This design comes from an exercise in tuning for small area, a short achievable clock period and few clock cycles on the open sky130 flow, not from production work. Power figures rest on the tool's default switching activity, not on a simulated workload.

// EditDistance
module EditDistance(
output wire [31:0] addr_rom_0,
input  wire [1:0]  data_o_0,
output wire [31:0] addr_rom_1,
input  wire [1:0]  data_o_1,
input  wire clk,
input  wire rst,
output reg         result_en,
output wire [31:0] result_addr,
output wire [31:0] result
);
Size: ~1400 cells after synthesis, about 140 I/O pins, about 0.014 mm² of cells after synthesis.
==> module EditDistance, before the edit <==
module EditDistance(
output wire [31:0] addr_rom_0,
input  wire [1:0]  data_o_0,
output wire [31:0] addr_rom_1,
input  wire [1:0]  data_o_1,
input  wire clk,
input  wire rst,
output reg         result_en,
output wire [31:0] result_addr,
output wire [31:0] result
);
localparam P    = 16;         
localparam N    = 1640;       
localparam W    = N - P + 1;  
localparam NB   = 2;          
localparam CW   = P / NB;     
reg        ph;
reg [10:0] cnt;
reg        done;
reg [10:0] raddr;
reg        ld1, ld2;          
always @(posedge clk) begin
    if (rst) begin
        ph    <= 1'b0;
        cnt   <= 11'd0;
        done  <= 1'b0;
        result_en <= 1'b0;
        raddr <= 11'd0;
    end else begin
        if (!ph && cnt[3:0] == 4'd15) begin
            ph  <= 1'b1;
            cnt <= 11'd0;
        end else begin
            cnt <= cnt + 11'd1;
        end
        if (ph && cnt == (11'd19 + NB) && !done)
            result_en <= 1'b1;
        if (result_en) begin
            raddr <= raddr + 11'd1;
            if (raddr == W - 1) begin
                result_en <= 1'b0;
                done <= 1'b1;
            end
        end
    end
end
always @(posedge clk) begin
    ld1 <= !ph;
    ld2 <= ld1;
end
assign addr_rom_0  = {21'd0, cnt};
assign addr_rom_1  = {28'd0, cnt[3:0]};
assign result_addr = {21'd0, raddr};
reg [1:0] pat [0:P-1];
always @(posedge clk) begin : pat_shift
    integer j;
    if (ld2) begin
        pat[P-1] <= data_o_1;
        for (j = 0; j < P-1; j = j + 1) pat[j] <= pat[j+1];
    end
end
wire [1:0] tsel [0:NB-1];
assign tsel[0] = data_o_0;
genvar g;
for (g = 1; g < NB; g = g + 1) begin : tdel
    reg [1:0] q;
    if (g == 1) begin : d1
        always @(posedge clk) q <= data_o_0;
    end else begin : dn
        always @(posedge clk) q <= tdel[g-1].q;
    end
    assign tsel[g] = q;
end
reg [P-1:0] m;
always @(posedge clk) begin : match
    integer j;
    for (j = 0; j < P; j = j + 1) m[j] <= (tsel[j / CW] == pat[j]);
end
wire [P-1:0] vr [0:P];
genvar r, k, c;
for (k = 0; k < P; k = k + 1) begin : top
    assign vr[0][k] = (k % 2 == 1);           
end
for (r = 1; r <= P; r = r + 1) begin : row
    reg [P-1:0] vq;
    wire [NB:0] aout;              
    reg  [NB:0] aq;
    always @(posedge clk) aq <= aout;
    assign aout[0] = 1'b0;
    for (k = 0; k < NB; k = k + 1) begin : blk
        wire [CW:0] a;                 
        assign a[0] = (k == 0) ? ((r % 2) == 1) : aq[k];
        for (c = 0; c < CW; c = c + 1) begin : cl
            localparam J = k*CW + c;
            wire mm = m[J];
            wire v  = vr[r-1][J];
            if ((r + J) % 2 == 0) begin : ev
                assign a[c+1] = ~((mm | a[c]) & v);
                always @(posedge clk) vq[J] <= ~((~mm & v) | a[c]);
            end else begin : od
                assign a[c+1] = ~((a[c] & ~mm) | v);
                always @(posedge clk) vq[J] <= ~((mm | v) & a[c]);
            end
        end
        assign aout[k+1] = a[CW];
    end
    assign vr[r] = vq;
end
wire [P-1:0] nbr16;
for (k = 0; k < P; k = k + 1) begin : fix
    assign nbr16[k] = (k % 2 == 0) ? ~vr[P][k] : vr[P][k];
end
function [3:0] pop8;
input [7:0] v;
integer j;
begin
    pop8 = 4'd0;
    for (j = 0; j < 8; j = j + 1) pop8 = pop8 + v[j];
end
endfunction
wire [3:0] pal [0:1];
for (k = 0; k < 2; k = k + 1) begin : half
    localparam DL = NB - 1 - (k * 8) / CW;    
    reg [3:0] pc [0:DL];
    always @(posedge clk) pc[0] <= pop8(nbr16[k*8 +: 8]);
    for (c = 1; c <= DL; c = c + 1) begin : dly
        always @(posedge clk) pc[c] <= pc[c-1];
    end
    assign pal[k] = pc[DL];
end
reg [4:0] zeros;
always @(posedge clk) zeros <= pal[0] + pal[1];
assign result = {26'd0, zeros, 1'b0};
endmodule
clock: 5.0 ns
lec_check: 0
cap_margin: 20
core_margin: 2
core_utilization: 40
slew_margin: 20
run.sh (not shown) runs the stock make flow with config.mk's settings and CLKGATE_MAP_FILE= SYNTH_SCRIPT=/design/flow/synth_recipe.tcl, a recipe that flattens the netlist after the stock synthesis.
Next try:
--- a/flow/design.v
+++ b/flow/design.v
@@ -78,37 +78,24 @@
     for (j = 0; j < P; j = j + 1) m[j] <= (tsel[j / CW] == pat[j]);
 end
-wire [P-1:0] vr [0:P];
+wire [P-1:0] nbr [0:P];
+assign nbr[0] = {P{1'b1}};
 genvar r, k, c;
-for (k = 0; k < P; k = k + 1) begin : top
-    assign vr[0][k] = (k % 2 == 1);           
-end
 for (r = 1; r <= P; r = r + 1) begin : row
-    reg [P-1:0] vq;
+    reg [P-1:0] nbq;
     wire [NB:0] aout;              
     reg  [NB:0] aq;
+    assign aout[0] = 1'b0;
     always @(posedge clk) aq <= aout;
-    assign aout[0] = 1'b0;
     for (k = 0; k < NB; k = k + 1) begin : blk
-        wire [CW:0] a;                 
-        assign a[0] = (k == 0) ? ((r % 2) == 1) : aq[k];
+        wire [CW:0] a;
+        assign a[0] = (k == 0) ? 1'b0 : aq[k];
         for (c = 0; c < CW; c = c + 1) begin : cl
-            localparam J = k*CW + c;
-            wire mm = m[J];
-            wire v  = vr[r-1][J];
-            if ((r + J) % 2 == 0) begin : ev
-                assign a[c+1] = ~((mm | a[c]) & v);
-                always @(posedge clk) vq[J] <= ~((~mm & v) | a[c]);
-            end else begin : od
-                assign a[c+1] = ~((a[c] & ~mm) | v);
-                always @(posedge clk) vq[J] <= ~((mm | v) & a[c]);
-            end
+            assign a[c+1] = nbr[r-1][k*CW+c] & (m[k*CW+c] | a[c]);
+            always @(posedge clk)
+                nbq[k*CW+c] <= a[c] | (~m[k*CW+c] & nbr[r-1][k*CW+c]);
         end
         assign aout[k+1] = a[CW];
     end
-    assign vr[r] = vq;
-end
-wire [P-1:0] nbr16;
-for (k = 0; k < P; k = k + 1) begin : fix
-    assign nbr16[k] = (k % 2 == 0) ? ~vr[P][k] : vr[P][k];
+    assign nbr[r] = nbq;
 end
 function [3:0] pop8;
@@ -124,5 +111,5 @@
     localparam DL = NB - 1 - (k * 8) / CW;    
     reg [3:0] pc [0:DL];
-    always @(posedge clk) pc[0] <= pop8(nbr16[k*8 +: 8]);
+    always @(posedge clk) pc[0] <= pop8(nbr[P][k*8 +: 8]);
     for (c = 1; c <= DL; c = c + 1) begin : dly
         always @(posedge clk) pc[c] <= pc[c-1];
=> Via count went up by 0.45%; sequential share of layout area went down by 0.91 points; worst hold slack is about the same; routed wire length went up by 0.92%; synthesized area went up by 3.0%; cell area went up by 1.9%; die area went up by 2.9%; core utilization went down by 0.43 points; global-route usage went down by 0.69 points; clock power went down by about 6%; sequential power went down by about 0.9%; power went up by 0.68%; non-clock buffer count stays the same; register-to-register slack gains 0.04 ns.
No functional check of the RTL was part of any run of this note.

## separate check: timing with driven ports
No port has a modelled driver above. Below, the same layouts with a new extraction and two added sets of constraints. Step 1 assumes that a clkbuf_16 drives the clock port and a buf_2 every other input. Step 2 adds t to the input delays and takes it off the output delays; t is the mean of the earliest and latest rising clock arrival at the registers after step 1. Input paths then give back, and output paths get back, about the clock's delay inside the block. Slacks: ideal ports / drivers / drivers and shift; pairs: ideal ports / drivers.
| run | t (ns) | slack for setup (ns) | clock arrival spread, ns | worst data-port slew with drivers (ns) |
|---|---|---|---|---|
| the first run | 0.564 | 2.264 / 2.264 / 2.264 | 0.021 / 0.021 | 0.03 |
| the second run | 0.552 | 2.304 / 2.280 / 2.304 | 0.017 / 0.017 | 0.03 |
After both steps every run listed still meets setup and hold.
